What follows belongs to an exercise in optimizing a design on an open flow for small area and a short achievable clock period; a production flow would make more cautious choices.
Function was not checked in any run shown here: the RTL went through the layout flow alone.
The clock input has no modelled driver; a real chip could not lean on it and would need a root buffer or a full tree.
Power and IR drop assume default switching activity.

==> flow/design.v (outline; a module is shown in full before it is edited, if it fits) <==
// module Convolution: 1760 lines
// module fa: 4 lines
// module wsel: 3 lines
module Convolution(
    input clk,
    input rst_n,
    input in_valid,
    input weight_valid,
    input [7:0] In_IFM_1,
    input [7:0] In_IFM_2,
    input [7:0] In_IFM_3,
    input [7:0] In_IFM_4,
    input [7:0] In_IFM_5,
    input [7:0] In_IFM_6,
    input [7:0] In_IFM_7,
    input [7:0] In_IFM_8,
    input [7:0] In_IFM_9,
    input [7:0] In_Weight_1,
    input [7:0] In_Weight_2,
    input [7:0] In_Weight_3,
    input [7:0] In_Weight_4,
    input [7:0] In_Weight_5,
    input [7:0] In_Weight_6,
    input [7:0] In_Weight_7,
    input [7:0] In_Weight_8,
    input [7:0] In_Weight_9,
    output reg out_valid,
    output reg [20:0] Out_OFM
);
  // ...
==> flow/flow/run.sh <==
#!/bin/bash
# Standard ORFS layout, with plain buf_1 cells as the port buffers (the resizer
# may upsize them) instead of the delay-buffer cells buffer_ports picks itself.
set -euo pipefail
bash standard.sh finish "BUFFER_PORTS_ARGS=-buffer_cell sky130_fd_sc_hd__buf_1" > orfs_flow.log 2>&1
==> flow/standard.sh <==
#!/bin/bash
# synth_recipe.tcl (not shown) runs the flow's synth.tcl, then flattens the netlist and writes it again
# the make line also repeats each setting of config.mk as NAME=value (left out here)
make -C /OpenROAD-flow-scripts/flow DESIGN_CONFIG=/design/flow/config.mk WORK_HOME=/design/flow/orfs CLKGATE_MAP_FILE= SYNTH_SCRIPT=/design/flow/synth_recipe.tcl "${@:-finish}"
==> flow/config.mk <==
export PLATFORM = sky130hd
export DESIGN_NAME = Convolution
export DESIGN_NICKNAME = Convolution
export VERILOG_FILES = /design/flow/design.v
export SDC_FILE = /design/flow/constraint.sdc
export NUM_CORES = 4
export LEC_CHECK = 0
export ABC_CLOCK_PERIOD_IN_PS = 1500
export CAP_MARGIN = 20
export CORE_MARGIN = 2
export CORE_UTILIZATION = 60
export CTS_CLUSTER_DIAMETER = 60
export CTS_CLUSTER_SIZE = 22
export PLACE_DENSITY = 0.7
export SETUP_SLACK_MARGIN = 3.3
export SLEW_MARGIN = 20
export SYNTH_HIERARCHICAL = 1
export SYNTH_MINIMUM_KEEP_SIZE = 0
==> flow/constraint.sdc <==
create_clock -name core_clock -period 5.5 [get_ports {clk}]
set_input_delay 1.1000 -clock core_clock [delete_from_list [all_inputs] [get_ports {clk}]]
set_output_delay 1.1000 -clock core_clock [all_outputs]
set_load 0.01 [all_outputs]
==> insert_results.sql, run 1 <==
INSERT INTO impl_metrics (metric_group, metric, value, unit) VALUES
('drt', 'ant_nets', '0', ''),
('sta', 'timing.final.hold_violations', '0', ''),
('global_route', 'grt_most_used_layer', 'met2', ''),
('power_and_ir_drop', 'p_int', '0.00935', 'W'),
('floorplanning', 'core_area', '39900', 'um^2'),
('clock_tree', 'post-cts-setup-buffers', '92', ''),
('floorplanning', 'ioPinCount', '170', ''),
('power_and_ir_drop', 'power.largest_group', 'combinational cells', ''),
('cells_and_area', 'area_growth_from_synthesis_to_final_layout', '19.8', '%'),
('critical_path', 'endpoint_kind', 'flip-flop', ''),
('sta', 'timing_worst_slew_pin_value', '557', 'ps'),
('drt', 'dr_wl_met2', '34400', 'um'),
('sta', 'setup_viol', '0', ''),
('power_and_ir_drop', 'irDropWorstVdd', '0.310', 'mV'),
('logic_synthesis', 'synth_top_cell_by_area', 'sky130_fd_sc_hd__fa_1', ''),
('clock_tree', 'clk_root_buffer_cell', 'sky130_fd_sc_hd__clkbuf_16', ''),
('clock_tree', 'worst_skew_pair.late_latency', '590', 'ps'),
('status', 'outcome', 'finished clean', ''),
('logic_synthesis', 'yosys_warnings', '7', ''),
('logic_synthesis', 'synthAdderAreaFrac', '45.5', '%'),
('drt', 'routed-via-count', '15434', ''),
('floorplanning', 'die_area', '42300', 'um^2'),
('cells_and_area', 'nNonClkInverters', '21', ''),
('power_and_ir_drop', 'share_seq_of_total_power', '34.5', '%'),
('logic_synthesis', 'synth.most_common_cell', 'sky130_fd_sc_hd__nand2_1', ''),
('logic_synthesis', 'yosys.area.top_type_share', '45.0', '%'),
('global_route', 'grt_pass1_vias', '16849', ''),
('logic_synthesis', 'synth.top_cells.by_count', 'sky130_fd_sc_hd__nand2_1, sky130_fd_sc_hd__fa_1, sky130_fd_sc_hd__dfxtp_1', ''),
('place', 'buffer_ports.inserted', '168', ''),
('logic_synthesis', 'synth-seq-area-share', '36.3', '%'),
('sta', 'fin_crit', '2330', 'ps'),
('cells_and_area', 'layout.sequential_cells', '441', ''),
('clock_tree', 'tritoncts.num_buffers', '36', ''),
('hold_path', 'timing.hold.worst.start', 'r1_4', ''),
('cells_and_area', 'layout.cells.largest_class', 'multi-input gates', ''),
('logic_synthesis', 'synthesis.area_per_instance', '12.9', 'um^2'),
('cells_and_area', 'final_cell_area', '29200', 'um^2'),
('cells_and_area', 'finish.cell_count_without_fillers', '2634', '');
==> run 2: changes to the inputs <==
--- a/flow/design.v
+++ b/flow/design.v
@@ -38,52 +38,36 @@
     xn2 <= In_IFM_2;
     xn3 <= In_IFM_3;
     xn4 <= In_IFM_4;
     xn5 <= In_IFM_5;
     xn6 <= In_IFM_6;
     xn7 <= In_IFM_7;
     xn8 <= In_IFM_8;
     xn9 <= In_IFM_9;
-    wn1 <= wn1_next;
-    wn2 <= wn2_next;
-    wn3 <= wn3_next;
-    wn4 <= wn4_next;
-    wn5 <= wn5_next;
-    wn6 <= wn6_next;
-    wn7 <= wn7_next;
-    wn8 <= wn8_next;
-    wn9 <= wn9_next;
+    if (weight_valid) begin
+        wn1 <= In_Weight_1;
+        wn2 <= In_Weight_2;
+        wn3 <= In_Weight_3;
+        wn4 <= In_Weight_4;
+        wn5 <= In_Weight_5;
+        wn6 <= In_Weight_6;
+        wn7 <= In_Weight_7;
+        wn8 <= In_Weight_8;
+        wn9 <= In_Weight_9;
+    end
 end
-wire [7:0] wn1_next;
-wsel uw1 (.sel(weight_valid), .a(In_Weight_1), .b(wn1), .y(wn1_next));
-wire [7:0] wn2_next;
-wsel uw2 (.sel(weight_valid), .a(In_Weight_2), .b(wn2), .y(wn2_next));
-wire [7:0] wn3_next;
-wsel uw3 (.sel(weight_valid), .a(In_Weight_3), .b(wn3), .y(wn3_next));
-wire [7:0] wn4_next;
-wsel uw4 (.sel(weight_valid), .a(In_Weight_4), .b(wn4), .y(wn4_next));
-wire [7:0] wn5_next;
-wsel uw5 (.sel(weight_valid), .a(In_Weight_5), .b(wn5), .y(wn5_next));
-wire [7:0] wn6_next;
-wsel uw6 (.sel(weight_valid), .a(In_Weight_6), .b(wn6), .y(wn6_next));
-wire [7:0] wn7_next;
-wsel uw7 (.sel(weight_valid), .a(In_Weight_7), .b(wn7), .y(wn7_next));
-wire [7:0] wn8_next;
-wsel uw8 (.sel(weight_valid), .a(In_Weight_8), .b(wn8), .y(wn8_next));
-wire [7:0] wn9_next;
-wsel uw9 (.sel(weight_valid), .a(In_Weight_9), .b(wn9), .y(wn9_next));
-reg [3:0] vpipe;
+reg [4:0] vpipe;
 always @(posedge clk or negedge rst_n) begin
     if (!rst_n) begin
         vpipe <= 0;
         out_valid <= 1'b0;
     end else begin
-        vpipe <= {vpipe[2:0], in_valid};
-        out_valid <= vpipe[3];
+        vpipe <= {vpipe[3:0], in_valid};
+        out_valid <= vpipe[4];
     end
 end
 reg r0_0;
 reg r0_1;
 reg r0_2;
 reg r0_3;
 reg r0_4;
 reg r0_5;
@@ -348,16 +332,43 @@
 reg r2_24;
 reg r2_25;
 reg r2_26;
 reg r2_27;
 reg r2_28;
 reg r2_29;
 reg r2_30;
 reg r2_31;
+reg r3_0;
+reg r3_1;
+reg r3_2;
+reg r3_3;
+reg r3_4;
+reg r3_5;
+reg r3_6;
+reg r3_7;
+reg r3_8;
+reg r3_9;
+reg r3_10;
+reg r3_11;
+reg r3_12;
+reg r3_13;
+reg r3_14;
+reg r3_15;
+reg r3_16;
+reg r3_17;
+reg r3_18;
+reg r3_19;
+reg r3_20;
+reg r3_21;
+reg r3_22;
+reg r3_23;
+reg r3_24;
+reg r3_25;
+reg r3_26;
 wire n1, n2, n3, n4, n5, n6, n7, n8, n9, n10, n11, n12, n13, n14, n15, n16, n17, n18, n19, n20, n21, n22, n23, n24, n25, n26, n27, n28, n29, n30, n31, n32, n33, n34, n35, n36, n37, n38, n39, n40, n41, n42, n43, n44, n45, n46, n47, n48, n49, n50, n51, n52, n53, n54, n55, n56, n57, n58, n59, n60, n61, n62, n63, n64, n65, n66, n67, n68, n69, n70, n71, n72, n73, n74, n75, n76, n77, n78, n79, n80, n81, n82, n83, n84, n85, n86, n87, n88, n89, n90, n91, n92, n93, n94, n95, n96, n97, n98, n99, n100, n101, n102, n103, n104, n105, n106, n107, n108, n109, n110, n111, n112, n113, n114, n115, n116, n117, n118, n119, n120, n121, n122, n123, n124, n125, n126, n127, n128, n129, n130, n131, n132, n133, n134, n135, n136, n137, n138, n139, n140, n141, n142, n143, n144, n145, n146, n147, n148, n149, n150, n151, n152, n153, n154, n155, n156, n157, n158, n159, n160, n161, n162, n163, n164, n165, n166, n167, n168, n169, n170, n171, n172, n173, n174, n175, n176, n177, n178, n179, n180, n181, n182, n183, n184, n185, n186, n187, n188, n189, n190, n191, n192, n193, n194, n195, n196, n197, n198, n199, n200, n201, n202, n203, n204, n205, n206, n207, n208, n209, n210, n211, n212, n213, n214, n215, n216, n217, n218, n219, n220, n221, n222, n223, n224, n225, n226, n227, n228, n229, n230, n231, n232, n233, n234, n235, n236, n237, n238, n239, n240, n241, n242, n243, n244, n245, n246, n247, n248, n249, n250, n251, n252, n253, n254, n255, n256, n257, n258, n259, n260, n261, n262, n263, n264, n265, n266, n267, n268, n269, n270, n271, n272, n273, n274, n275, n276, n277, n278, n279, n280, n281, n282, n283, n284, n285, n286, n287, n288, n289, n290, n291, n292, n293, n294, n295, n296, n297, n298, n299, n300, n301, n302, n303, n304, n305, n306, n307, n308, n309, n310, n311, n312, n313, n314, n315, n316, n317, n318, n319, n320, n321, n322, n323, n324, n325, n326, n327, n328, n329, n330, n331, n332, n333, n334, n335, n336, n337, n338, n339, n340, n341, n342, n343, n344, n345, n346, n347, n348, n349, n350, n351, n352, n353, n354, n355, n356, n357, n358, n359, n360, n361, n362, n363, n364, n365, n366, n367, n368, n369, n370, n371, n372, n373, n374, n375, n376, n377, n378, n379, n380, n381, n382, n383, n384, n385, n386, n387, n388, n389, n390, n391, n392, n393, n394, n395, n396, n397, n398, n399, n400, n401, n402, n403, n404, n405, n406, n407, n408, n409, n410, n411, n412, n413, n414, n415, n416, n417, n418, n419, n420, n421, n422, n423, n424, n425, n426, n427, n428, n429, n430, n431, n432, n433, n434, n435, n436, n437, n438, n439, n440, n441, n442, n443, n444, n445, n446, n447, n448, n449, n450, n451, n452, n453, n454, n455, n456, n457, n458, n459, n460, n461, n462, n463, n464, n465, n466, n467, n468, n469, n470, n471, n472, n473, n474, n475, n476, n477, n478, n479, n480, n481, n482, n483, n484, n485, n486, n487, n488, n489, n490, n491, n492, n493, n494, n495, n496, n497, n498, n499, n500, n501, n502, n503, n504, n505, n506, n507, n508, n509, n510, n511, n512, n513, n514, n515, n516, n517, n518, n519, n520, n521, n522, n523, n524, n525, n526, n527, n528, n529, n530, n531, n532, n533, n534, n535, n536, n537, n538, n539, n540, n541, n542, n543, n544, n545, n546, n547, n548, n549, n550, n551, n552, n553, n554, n555, n556, n557, n558, n559, n560, n561, n562, n563, n564, n565, n566, n567, n568, n569, n570, n571, n572, n573, n574, n575, n576, n577, n578, n579, n580, n581, n582, n583, n584, n585, n586, n587, n588, n589, n590, n591, n592, n593, n594, n595, n596, n597, n598, n599, n600, n601, n602, n603, n604, n605, n606, n607, n608, n609, n610, n611, n612, n613, n614, n615, n616, n617, n618, n619, n620, n621, n622, n623, n624, n625, n626, n627, n628, n629, n630, n631, n632, n633, n634, n635, n636, n637, n638, n639, n640, n641, n642, n643, n644, n645, n646, n647, n648, n649, n650, n651, n652, n653, n654, n655, n656, n657, n658, n659, n660, n661, n662, n663, n664, n665, n666, n667, n668, n669, n670, n671, n672, n673, n674, n675, n676, n677, n678, n679, n680, n681, n682, n683, n684, n685, n686, n687, n688, n689, n690, n691, n692, n693, n694, n695, n696, n697, n698, n699, n700, n701, n702, n703, n704, n705, n706, n707, n708, n709, n710, n711, n712, n713, n714, n715, n716, n717, n718, n719, n720, n721, n722, n723, n724, n725, n726, n727, n728, n729, n730, n731, n732, n733, n734, n735, n736, n737, n738, n739, n740, n741, n742, n743, n744, n745, n746, n747, n748, n749, n750, n751, n752, n753, n754, n755, n756, n757, n758, n759, n760, n761, n762, n763, n764, n765, n766, n767, n768, n769, n770, n771, n772, n773, n774, n775, n776, n777, n778, n779, n780, n781, n782, n783, n784, n785, n786, n787, n788, n789, n790, n791, n792, n793, n794, n795, n796, n797, n798, n799, n800, n801, n802, n803, n804, n805, n806, n807, n808, n809, n810, n811, n812, n813, n814, n815, n816, n817, n818, n819, n820, n821, n822, n823, n824, n825, n826, n827, n828, n829, n830, n831, n832, n833, n834, n835, n836, n837, n838, n839, n840, n841, n842, n843, n844, n845, n846, n847, n848, n849, n850, n851, n852, n853, n854, n855, n856, n857, n858, n859, n860, n861, n862, n863, n864, n865, n866, n867, n868, n869, n870, n871, n872, n873, n874, n875, n876, n877, n878, n879, n880, n881, n882, n883, n884, n885, n886, n887, n888, n889, n890, n891, n892, n893, n894, n895, n896, n897, n898, n899, n900, n901, n902, n903, n904, n905, n906, n907, n908, n909, n910, n911, n912, n913, n914, n915, n916, n917, n918, n919, n920, n921, n922, n923, n924, n925, n926, n927, n928, n929, n930, n931, n932, n933, n934, n935, n936, n937, n938, n939, n940, n941, n942, n943, n944, n945, n946, n947, n948, n949, n950, n951, n952, n953, n954, n955, n956, n957, n958, n959, n960, n961, n962, n963, n964, n965, n966, n967, n968, n969, n970, n971, n972, n973, n974, n975, n976, n977, n978, n979, n980, n981, n982, n983, n984, n985, n986, n987, n988, n989, n990, n991, n992, n993, n994, n995, n996, n997, n998, n999, n1000, n1001, n1002, n1003, n1004, n1005, n1006, n1007, n1008, n1009, n1010, n1011, n1012, n1013, n1014, n1015, n1016, n1017, n1018, n1019, n1020, n1021, n1022, n1023, n1024, n1025, n1026, n1027, n1028, n1029, n1030, n1031, n1032, n1033, n1034, n1035, n1036, n1037, n1038, n1039, n1040, n1041, n1042, n1043, n1044, n1045, n1046, n1047, n1048, n1049, n1050, n1051, n1052, n1053, n1054, n1055, n1056, n1057, n1058, n1059, n1060, n1061, n1062, n1063, n1064, n1065, n1066, n1067, n1068, n1069, n1070, n1071, n1072, n1073, n1074, n1075, n1076, n1077, n1078, n1079, n1080, n1081, n1082, n1083, n1084, n1085, n1086, n1087, n1088, n1089, n1090, n1091, n1092, n1093, n1094, n1095, n1096, n1097, n1098, n1099, n1100, n1101, n1102, n1103, n1104, n1105, n1106, n1107, n1108, n1109, n1110, n1111, n1112, n1113, n1114, n1115, n1116, n1117, n1118, n1119, n1120, n1121, n1122, n1123, n1124, n1125, n1126, n1127, n1128, n1129, n1130, n1131, n1132, n1133, n1134, n1135, n1136, n1137, n1138, n1139, n1140, n1141, n1142, n1143, n1144, n1145, n1146, n1147, n1148, n1149, n1150, n1151, n1152, n1153, n1154, n1155, n1156, n1157, n1158, n1159, n1160, n1161, n1162, n1163, n1164, n1165, n1166, n1167, n1168, n1169, n1170, n1171, n1172, n1173, n1174, n1175, n1176, n1177, n1178, n1179, n1180, n1181, n1182, n1183, n1184, n1185, n1186, n1187, n1188, n1189, n1190, n1191, n1192, n1193, n1194, n1195, n1196, n1197, n1198, n1199, n1200, n1201, n1202, n1203, n1204, n1205, n1206, n1207, n1208, n1209, n1210, n1211, n1212, n1213, n1214, n1215, n1216, n1217, n1218, n1219, n1220, n1221, n1222, n1223, n1224, n1225, n1226, n1227, n1228, n1229, n1230, n1231, n1232, n1233, n1234, n1235, n1236, n1237, n1238, n1239, n1240, n1241, n1242, n1243, n1244, n1245, n1246, n1247, n1248, n1249, n1250, n1251, n1252, n1253, n1254, n1255, n1256, n1257, n1258, n1259, n1260, n1261, n1262, n1263, n1264, n1265, n1266, n1267, n1268, n1269, n1270, n1271, n1272, n1273, n1274, n1275, n1276, n1277, n1278, n1279, n1280, n1281, n1282, n1283, n1284, n1285, n1286, n1287, n1288, n1289, n1290, n1291, n1292, n1293, n1294, n1295, n1296, n1297, n1298, n1299, n1300, n1301, n1302, n1303, n1304, n1305, n1306, n1307, n1308, n1309, n1310, n1311, n1312, n1313, n1314, n1315, n1316, n1317, n1318, n1319, n1320, n1321, n1322, n1323, n1324, n1325, n1326, n1327, n1328, n1329, n1330, n1331, n1332, n1333, n1334, n1335, n1336, n1337, n1338, n1339, n1340, n1341, n1342, n1343, n1344, n1345, n1346, n1347, n1348, n1349, n1350, n1351, n1352, n1353, n1354, n1355, n1356, n1357, n1358, n1359, n1360, n1361, n1362, n1363, n1364, n1365, n1366, n1367, n1368, n1369, n1370, n1371, n1372, n1373, n1374, n1375, n1376, n1377, n1378, n1379, n1380, n1381, n1382, n1383, n1384, n1385, n1386, n1387, n1388, n1389, n1390, n1391, n1392, n1393, n1394, n1395, n1396, n1397, n1398, n1399, n1400, n1401, n1402, n1403, n1404, n1405, n1406, n1407, n1408, n1409, n1410, n1411, n1412, n1413, n1414, n1415, n1416, n1417, n1418, n1419, n1420, n1421, n1422, n1423, n1424, n1425, n1426, n1427, n1428, n1429, n1430, n1431, n1432, n1433, n1434, n1435, n1436, n1437, n1438, n1439, n1440, n1441, n1442, n1443, n1444, n1445, n1446, n1447, n1448, n1449, n1450, n1451, n1452, n1453, n1454, n1455, n1456, n1457, n1458, n1459, n1460, n1461, n1462, n1463, n1464, n1465, n1466, n1467, n1468, n1469, n1470, n1471, n1472, n1473, n1474, n1475, n1476, n1477, n1478, n1479, n1480, n1481, n1482, n1483, n1484, n1485, n1486, n1487, n1488, n1489, n1490, n1491, n1492, n1493, n1494, n1495, n1496, n1497, n1498, n1499, n1500, n1501, n1502, n1503, n1504, n1505, n1506, n1507, n1508, n1509, n1510, n1511, n1512, n1513, n1514, n1515, n1516, n1517, n1518, n1519, n1520, n1521, n1522, n1523, n1524, n1525, n1526, n1527, n1528, n1529, n1530, n1531, n1532, n1533, n1534, n1535, n1536, n1537, n1538, n1539, n1540, n1541, n1542, n1543, n1544, n1545, n1546, n1547, n1548, n1549, n1550, n1551, n1552, n1553, n1554, n1555, n1556, n1557, n1558, n1559, n1560, n1561, n1562, n1563, n1564, n1565, n1566, n1567, n1568, n1569, n1570, n1571, n1572, n1573, n1574, n1575, n1576, n1577, n1578, n1579, n1580, n1581, n1582, n1583, n1584, n1585, n1586, n1587, n1588, n1589, n1590, n1591, n1592, n1593, n1594, n1595, n1596, n1597, n1598, n1599, n1600, n1601, n1602, n1603, n1604, n1605, n1606, n1607, n1608, n1609, n1610, n1611, n1612, n1613, n1614, n1615, n1616, n1617, n1618, n1619, n1620, n1621, n1622, n1623, n1624, n1625, n1626, n1627, n1628, n1629, n1630, n1631, n1632, n1633, n1634, n1635, n1636, n1637, n1638, n1639, n1640, n1641, n1642, n1643, n1644, n1645, n1646, n1647, n1648, n1649, n1650, n1651, n1652, n1653, n1654, n1655, n1656, n1657, n1658, n1659, n1660, n1661, n1662, n1663, n1664, n1665, n1666, n1667, n1668, n1669, n1670, n1671, n1672, n1673, n1674;
 assign n1 = ~(xn1[0] & wn1[0]);
 assign n2 = ~(xn1[0] & wn1[1]);
 assign n3 = ~(xn1[0] & wn1[2]);
 assign n4 = ~(xn1[0] & wn1[3]);
 assign n5 = ~(xn1[0] & wn1[4]);
 assign n6 = ~(xn1[0] & wn1[5]);
 assign n7 = ~(xn1[0] & wn1[6]);
@@ -1473,18 +1484,17 @@
 fa un1657 (.a(n1653), .b(n1652), .c(n1655), .s(n1657), .co(n1658));
 fa un1659 (.a(r1_57), .b(r1_58), .c(r1_59), .s(n1659), .co(n1660));
 fa un1661 (.a(n1654), .b(n1659), .c(n1656), .s(n1661), .co(n1662));
 fa un1663 (.a(r1_60), .b(r1_61), .c(r1_62), .s(n1663), .co(n1664));
 fa un1665 (.a(r2_10), .b(r2_11), .c(r2_12), .s(n1665), .co(n1666));
 fa un1667 (.a(r2_18), .b(r2_19), .c(r2_20), .s(n1667), .co(n1668));
 fa un1669 (.a(r2_21), .b(r2_22), .c(r2_23), .s(n1669), .co(n1670));
 fa un1671 (.a(r2_27), .b(r2_28), .c(r2_29), .s(n1671), .co(n1672));
-assign n1673 = ~(r2_30 ^ r2_31);
-assign n1674 = r2_30 | r2_31;
+fa un1673 (.a(r2_30), .b(r2_31), .c(n1672), .s(n1673), .co(n1674));
 always @(posedge clk) begin
     r0_0 <= n583;
     r0_1 <= n601;
     r0_2 <= n603;
     r0_3 <= n629;
     r0_4 <= n631;
     r0_5 <= n604;
     r0_6 <= n633;
@@ -1748,20 +1758,44 @@
     r2_24 <= n1657;
     r2_25 <= n1658;
     r2_26 <= n1661;
     r2_27 <= n1660;
     r2_28 <= n1663;
     r2_29 <= n1662;
     r2_30 <= r1_63;
     r2_31 <= n1664;
+    r3_0 <= r2_0;
+    r3_1 <= r2_1;
+    r3_2 <= r2_2;
+    r3_3 <= r2_3;
+    r3_4 <= r2_4;
+    r3_5 <= r2_5;
+    r3_6 <= r2_6;
+    r3_7 <= r2_7;
+    r3_8 <= r2_8;
+    r3_9 <= r2_9;
+    r3_10 <= n1665;
+    r3_11 <= r2_13;
+    r3_12 <= n1666;
+    r3_13 <= r2_14;
+    r3_14 <= r2_15;
+    r3_15 <= r2_16;
+    r3_16 <= r2_17;
+    r3_17 <= n1667;
+    r3_18 <= n1668;
+    r3_19 <= n1669;
+    r3_20 <= r2_24;
+    r3_21 <= n1670;
+    r3_22 <= r2_25;
+    r3_23 <= r2_26;
+    r3_24 <= n1671;
+    r3_25 <= n1673;
+    r3_26 <= n1674;
 end
-wire [20:0] row_a = {1'b1, 1'b1, n1674, n1672, n1671, r2_25, n1670, n1668, n1667, r2_16, r2_14, n1666, n1665, r2_9, r2_8, r2_7, r2_6, r2_4, r2_3, r2_1, r2_0};
-wire [20:0] row_b = {1'b1, 1'b1, 1'b1, n1673, 1'b1, r2_26, r2_24, n1669, 1'b1, r2_17, r2_15, r2_13, 1'b1, 1'b1, 1'b1, 1'b1, 1'b1, r2_5, 1'b1, r2_2, 1'b1};
+wire [20:0] row_a = {1'b1, 1'b1, r3_26, r3_25, r3_24, r3_22, r3_20, r3_18, r3_17, r3_15, r3_13, r3_11, r3_10, r3_9, r3_8, r3_7, r3_6, r3_4, r3_3, r3_1, r3_0};
+wire [20:0] row_b = {1'b1, 1'b1, 1'b1, 1'b1, 1'b1, r3_23, r3_21, r3_19, 1'b1, r3_16, r3_14, r3_12, 1'b1, 1'b1, 1'b1, 1'b1, 1'b1, r3_5, 1'b1, r3_2, 1'b1};
 always @(posedge clk) Out_OFM <= ~row_a + ~row_b;
 endmodule
 module fa(input a, input b, input c, output s, output co);
 assign s = a ^ b ^ c;
 assign co = (a & b) | (a & c) | (b & c);
 endmodule
-module wsel(input sel, input [7:0] a, input [7:0] b, output [7:0] y);
-assign y = sel ? a : b;
-endmodule
==> flow/flow/run.sh (replaced) <==
#!/bin/bash
# Standard ORFS layout with three changes:
#  - plain buf_1 cells as the port buffers (the resizer may upsize them),
#  - clock tree synthesis without dummy loads,
#  - after clock tree synthesis, flow/early_clock.tcl gives the input
#    registers a clock branch of their own (useful skew for the paths from
#    them into the first pipeline stage).
set -euo pipefail
here=$(pwd)
export EARLY_GROUP_SIZE=24
export EARLY_BUF=sky130_fd_sc_hd__clkbuf_16
bash standard.sh finish \
  "BUFFER_PORTS_ARGS=-buffer_cell sky130_fd_sc_hd__buf_1" \
  "CTS_ARGS=-sink_clustering_enable -repair_clock_nets -sink_clustering_size 22 -sink_clustering_max_diameter 60 -dont_use_dummy_load" \
  "POST_CTS_TCL=$here/flow/early_clock.tcl" \
  "EARLY_GROUP_SIZE=$EARLY_GROUP_SIZE" "EARLY_BUF=$EARLY_BUF" \
  > orfs_flow.log 2>&1
==> flow/flow/early_clock.tcl (new file) <==
# POST_CTS hook: clock the input registers (xn*, wn*) from their own leaf
# buffers on the clock tree's root net, so their clock arrives earlier than
# the other registers'. The paths from these registers into the first
# pipeline stage gain that skew; the paths from the input ports into them
# lose it (they have ample slack).
set block [ord::get_db_block]
set root_buf [$block findInst clkbuf_0_clk]
set port_net [[$root_buf findITerm A] getNet]
puts "early_clock: clock port net [$port_net getName]"

set ffs {}
foreach inst [$block getInsts] {
  set n [$inst getName]
  if {[regexp {^(xn|wn)[0-9]+\\?\[} $n]} { lappend ffs $inst }
}
set nff [llength $ffs]
set k [expr {max(1, int(ceil($nff / double($::env(EARLY_GROUP_SIZE)))))}]
puts "early_clock: $nff registers in $k groups"

# k-means on register locations
set pts {}
foreach f $ffs { lappend pts [list {*}[$f getLocation]] }
set sorted [lsort -integer -index 0 $pts]
set cent {}
for {set i 0} {$i < $k} {incr i} {
  lappend cent [lindex $sorted [expr {int(($i + 0.5) * $nff / $k)}]]
}
for {set it 0} {$it < 20} {incr it} {
  set assign {}
  foreach p $pts {
    set best 0; set bd 1e30
    for {set i 0} {$i < $k} {incr i} {
      set c [lindex $cent $i]
      set d [expr {abs([lindex $p 0] - [lindex $c 0]) + abs([lindex $p 1] - [lindex $c 1])}]
      if {$d < $bd} { set bd $d; set best $i }
    }
    lappend assign $best
  }
  set newc {}
  for {set i 0} {$i < $k} {incr i} {
    set sx 0; set sy 0; set cnt 0
    foreach p $pts a $assign {
      if {$a == $i} { incr sx [lindex $p 0]; incr sy [lindex $p 1]; incr cnt }
    }
    if {$cnt > 0} { lappend newc [list [expr {$sx / $cnt}] [expr {$sy / $cnt}]] } else { lappend newc [lindex $cent $i] }
  }
  set cent $newc
}

set master [[ord::get_db] findMaster $::env(EARLY_BUF)]
# a root buffer of its own on the clock port net, so the main tree is not loaded
set eroot [odb::dbInst_create $block $master clkbuf_early_root]
set root_net [odb::dbNet_create $block clknet_early_root]
$root_net setSigType CLOCK
[$eroot findITerm A] connect $port_net
[$eroot findITerm X] connect $root_net
set sx 0; set sy 0
foreach c $cent { set sx [expr {$sx + [lindex $c 0]}]; set sy [expr {$sy + [lindex $c 1]}] }
$eroot setLocation [expr {int($sx / $k)}] [expr {int($sy / $k)}]
$eroot setPlacementStatus PLACED
set old_nets {}
for {set i 0} {$i < $k} {incr i} {
  set bname "clkbuf_early_$i"
  set buf [odb::dbInst_create $block $master $bname]
  set net [odb::dbNet_create $block "clknet_early_$i"]
  $net setSigType CLOCK
  [$buf findITerm A] connect $root_net
  [$buf findITerm X] connect $net
  set c [lindex $cent $i]
  $buf setLocation [expr {int([lindex $c 0])}] [expr {int([lindex $c 1])}]
  $buf setPlacementStatus PLACED
  set cnt 0
  foreach f $ffs a $assign {
    if {$a != $i} continue
    set it [$f findITerm CLK]
    set on [$it getNet]
    if {$on ne "NULL" && $on ne ""} { dict set old_nets [$on getName] 1 }
    $it disconnect
    $it connect $net
    incr cnt
  }
  puts "early_clock: $bname drives $cnt registers"
}

# drop clock buffers left without loads
foreach nn [dict keys $old_nets] {
  set net [$block findNet $nn]
  if {$net eq "NULL"} continue
  set loads 0
  set drv ""
  foreach it [$net getITerms] {
    if {[$it isOutputSignal]} { set drv [$it getInst] } else { incr loads }
  }
  if {$loads == 0 && $drv ne ""} {
    puts "early_clock: removing [$drv getName]"
    odb::dbInst_destroy $drv
    odb::dbNet_destroy $net
  }
}

detailed_placement
estimate_parasitics -placement
repair_timing_helper
detailed_placement
check_placement -verbose
report_clock_latency
==> flow/config.mk (replaced) <==
export PLATFORM = sky130hd
export DESIGN_NAME = Convolution
export DESIGN_NICKNAME = Convolution
export VERILOG_FILES = /design/flow/design.v
export SDC_FILE = /design/flow/constraint.sdc
export NUM_CORES = 4
export LEC_CHECK = 0
export CAP_MARGIN = 20
export CORE_MARGIN = 2
export CORE_UTILIZATION = 60
export CTS_CLUSTER_DIAMETER = 60
export CTS_CLUSTER_SIZE = 22
export PLACE_DENSITY = 0.7
export SETUP_SLACK_MARGIN = 3.25
export SLEW_MARGIN = 20
export SYNTH_HIERARCHICAL = 1
export SYNTH_MINIMUM_KEEP_SIZE = 0
==> insert_results.sql, run 2 <==
INSERT INTO impl_metrics (metric_group, metric, value, unit) VALUES
('status', 'outcome', 'finished clean', ''),
('critical_path', 'nature_of_the_critical_path_startpoint', 'flip-flop', ''),
('logic_synthesis', 'yosys.area.top_type_share', '44.7', '%'),
('power_and_ir_drop', 'power.share.combinational', '45.0', '%'),
('place', 'place_area', '25400', 'um^2'),
('sta', 'clock.fmax', '0.433', 'GHz'),
('clock_tree', 'worst_skew_pair.late_latency', '580', 'ps'),
('floorplanning', 'die-height', '207', 'um'),
('sta', 'unrepaired_setup_endpoints_after_global_routing', 'yes', ''),
('clock_tree', 'cts.sink_count', '469', ''),
('floorplanning', 'ioPinCount', '170', ''),
('logic_synthesis', 'synth.most_common_cell', 'sky130_fd_sc_hd__nand2_1', ''),
('critical_path', 'required_time_at_the_worst_slack_endpoint', '5960', 'ps'),
('critical_path', 'crit_cells', '6', ''),
('cells_and_area', 'drive_gt1_share', '19.2', '%'),
('critical_path', 'max_stage_delay', '640', 'ps'),
('sta', 'setup-tns-final', '0', 'ps'),
('sta', 'hold_ws', '305', 'ps'),
('cells_and_area', 'final_util', '70.3', '%'),
('floorplanning', 'initial_utilization', '60.5', '%'),
('clock_tree', 'clkTransAtPathRegs', '90', 'ps'),
('drt', 'routed-via-count', '14804', ''),
('place', 'buffer_ports.inserted', '168', ''),
('global_route', 'grt_overflow', '0', ''),
('place', 'finalWeightedCongestion', '1.01', ''),
('sta', 'timing_worst_slew_pin_value', '712', 'ps'),
('critical_path', 'cp_common_cell', 'sky130_fd_sc_hd__fa_2', ''),
('cells_and_area', 'final_cell_area', '28600', 'um^2'),
('logic_synthesis', 'postSynthRegisterBits', '469', ''),
('critical_path', 'timing.reg2reg.worst_path_depth', '6', ''),
('cells_and_area', 'area_growth_from_synthesis_to_final_layout', '16.2', '%'),
('floorplanning', 'die_x', '207', 'um'),
('floorplanning', 'core_area', '40600', 'um^2'),
('global_route', 'grt_max_degree', '53', ''),
('hold_path', 'holdCritPathClass', 'flip-flop to flip-flop', ''),
('critical_path', 'critical_path_class', 'flip-flop to flip-flop', ''),
('power_and_ir_drop', 'share_seq_of_total_power', '38.6', '%'),
('logic_synthesis', 'mappedNetlistArea', '24600', 'um^2'),
('logic_synthesis', 'synth_async_sr_flop_share', '1.28', '%'),
('critical_path', 'cp_num_buf_inv', '2', ''),
('drt', 'totalWireLength', '71200', 'um'),
('logic_synthesis', 'synth-seq-area-share', '41.2', '%'),
('critical_path', 'endpoint', 'r0_22', ''),
('critical_path', 'endpoint_kind', 'flip-flop', ''),
('global_route', 'grt_use_total', '36.0', '%'),
('critical_path', 'worst_reg2reg_endpoint', 'r0_22', ''),
('critical_path', 'reg2reg_from', 'wn4[3]', ''),
('floorplanning', 'die_area', '42700', 'um^2'),
('power_and_ir_drop', 'finalPower', '0.0144', 'W'),
('critical_path', 'worst_ep_arrival_time', '2770', 'ps'),
('sta', 'fin_crit', '2310', 'ps'),
('logic_synthesis', 'synth_top_cell_by_area', 'sky130_fd_sc_hd__fa_1', ''),
('place', 'place_hpwl', '56600', 'um'),
('cells_and_area', 'final_common_cell', 'sky130_fd_sc_hd__nand2_1', ''),
('sta', 'setup_viol', '0', ''),
('power_and_ir_drop', 'power.density_cell_area', '505', 'nW/um^2'),
('logic_synthesis', 'yosys_warnings', '7', ''),
('sta', 'finalCritPeriodShare', '42.0', '%'),
('cells_and_area', 'regMostFlops', 'Out_OFM', ''),
('power_and_ir_drop', 'leakage', '10.3', 'nW'),
('logic_synthesis', 'postSynthCellCount', '1851', ''),
('drt', 'wl_per_cell', '27.8', 'um'),
('power_and_ir_drop', 'sw_frac_of_total', '37.3', '%'),
('critical_path', 'critPathSlowestCell', 'sky130_fd_sc_hd__fa_2', ''),
('power_and_ir_drop', 'clock_power_share', '16.4', '%'),
('sta', 'clock_skew', '204', 'ps'),
('global_route', 'grt_first_pass_wirelength', '106000', 'um'),
('drt', 'avgViaCountPerCell', '5.79', ''),
('critical_path', 'critical-path-top-delay-family', 'adder cells', ''),
('floorplanning', 'rows', '74', ''),
('power_and_ir_drop', 'switchingPower', '0.00539', 'W'),
('cells_and_area', 'num-fill-cells', '2692', ''),
('logic_synthesis', 'synthesis.area_per_instance', '13.3', 'um^2'),
('power_and_ir_drop', 'p_int', '0.00904', 'W'),
('job', 'cap_viol_max_count', '0', ''),
('logic_synthesis', 'synth-edff-count', '72', ''),
('cells_and_area', 'most-common-layout-cells', 'sky130_fd_sc_hd__nand2_1, sky130_fd_sc_hd__fa_1, sky130_fd_sc_hd__dfxtp_1', ''),
('sta', 'slew_headroom', '52.5', '%'),
('logic_synthesis', 'distinct_cell_type_count_after_synthesis', '48', ''),
('logic_synthesis', 'synth.top_cells.by_count', 'sky130_fd_sc_hd__nand2_1, sky130_fd_sc_hd__fa_1, sky130_fd_sc_hd__dfxtp_1', ''),
('drt', 'drc_errors', '0', ''),
('cells_and_area', 'number_of_nets_in_the_layout', '2734', ''),
('global_route', 'antenna_found_initial', '3', ''),
('global_route', 'grt_pass1_vias', '16508', ''),
('critical_path', 'critical_path.max_fanout', '7', ''),
('critical_path', 'regToRegSetupSlack', '3190', 'ps'),
('logic_synthesis', 'synth.top_cells.by_area', 'sky130_fd_sc_hd__fa_1, sky130_fd_sc_hd__dfxtp_1, sky130_fd_sc_hd__nand2_1, sky130_fd_sc_hd__edfxtp_1, sky130_fd_sc_hd__clkbuf_1', ''),
('drt', 'dr.first_iter.drc_count', '1450', ''),
('critical_path', 'worstSetupStartpoint', 'wn4[3]', ''),
('cells_and_area', 'largest_register_ffs', '20', ''),
('power_and_ir_drop', 'irDropWorstVdd', '0.346', 'mV'),
('logic_synthesis', 'synth-main-ff-cell', 'sky130_fd_sc_hd__dfxtp_1', ''),
('logic_synthesis', 'number_of_nets_in_the_synthesized_netlist', '2557', ''),
('drt', 'drt_pre_antenna_iters', '6', ''),
('sta', 'slew_violations', '0', ''),
('critical_path', 'critical_path.cell_chain', 'buf_12 -> buf_4 -> nand2_1 -> fa_1 -> fa_2 -> fa_2', ''),
('sta', 'timing.final.hold_violations', '0', ''),
('drt', 'ant_nets', '0', '');
-- run 2: changes by cell type after synthesis, sizes merged, moves of 4 or more --
cell	before	now
dfxtp	436	391
buf	12	3
or3	0	4
mux2	72	0
a21o	4	0
edfxtp	0	72
-- run 2: stage by stage --
stage,worst slack [ps],std cells
after global placement,2770,2405
after detailed placement,2720,2405
final,3190,2559
after floorplan,3270,1851
after global routing,3200,2558
-- run 2: power groups by stage --
| stage | combinational (W) | clock (W) | sequential [W] |
|---|---|---|---|
| finish | 0.00649 | 0.00237 | 0.00557 |
| global route | 0.00741 | 0.00253 | 0.00568 |
| detailed placement | 0.00606 | 0 | 0.00576 |
| global placement | 0.00588 | 0 | 0.00572 |
| floorplan | 0.00383 | 0 | 0.00536 |
-- run 2: worst min-delay path by stage --
| stage | startpoint | end | slack, ps | cells after the start |
|---|---|---|---|---|
| floorplan | r0_0 | r1_0 | 310 | 0 |
| global placement | r2_13 | r3_11 | 310 | 0 |
| detailed placement | r1_3 | r2_3 | 310 | 0 |
| global route | r2_25 | r3_22 | 310 | 0 |
| finish | r2_25 | r3_22 | 310 | 0 |
-- run 2: modules after synthesis, one instance, submodules excluded --
| module | copies in the design | area [um^2] |
|---|---|---|
| Convolution | 1 | 13600 |
| fa | 549 | 20.0 |
-- run 2: cell families (layout without fill, tap and decap cells) --
kind of cell / count (synthesis) / in the layout / synth area share, %
compound gates: 25 / 25 / 0.722
other cells: 1 / 2 / 0.0152
simple gates: 616 / 616 / 9.87
flops: 469 / 469 / 41.2
fa+ha+maj: 558 / 558 / 45.1
xor+xnor: 12 / 12 / 0.427
buf+inv: 170 / 345 / 2.64
-- run 2: area by class of cell, without the clock buffers --
| cell class | instances | area (um^2) | area share, % |
|---|---|---|---|
| sequential | 469 | 10300 | 36.2 |
| tap | 532 | 666 | 2.33 |
| antenna | 1 | 2.50 | 0.00875 |
| buffer | 7 | 175 | 0.613 |
| multi-input combinational | 1212 | 14300 | 50.0 |
| inverter | 23 | 86.3 | 0.302 |
| timing repair buffer | 284 | 2240 | 7.83 |
-- run 2: routing by layer --
metal / up-vias / routed length [um] / part of all wire (%) / global-route usage (%)
met5: - / 18 / 0.025 / 0
met4: 2 / 3780 / 5.3 / 16.4
met3: 234 / 8100 / 11 / 11.4
met2: 963 / 33700 / 47 / 57.4
met1: 7679 / 25600 / 36 / 45.5
li1: 5926 / - / - / -

[separate check: timing with driven ports]
In the flow no input, the clock included, has a driving cell. The finished layouts below were timed again as built, in two steps. Step 1 assumes that a clkbuf_16 drives the clock port and a buf_2 every other input. Step 2 times the ports against the registers' clock, not the clock port: input delays grow and output delays shrink by t, the midpoint of the rising clock arrivals with the driver on. Slacks: ideal ports / drivers / drivers and shift; pairs: ideal ports / drivers.
| run | shift t [ns] | setup slack, ns | worst slew at a driven data input, ns |
|---|---|---|---|
| run 1 | 0.633 | 3.175 / 3.175 / 2.832 | 0.06 |
| run 2 | 0.552 | 3.188 / 3.188 / 2.871 | 0.06 |
After both steps setup and hold are still met in every run listed. For run 1, which loses most, drivers alone change the setup slack by 0.000 ns; drivers and shift together by -0.343 ns.
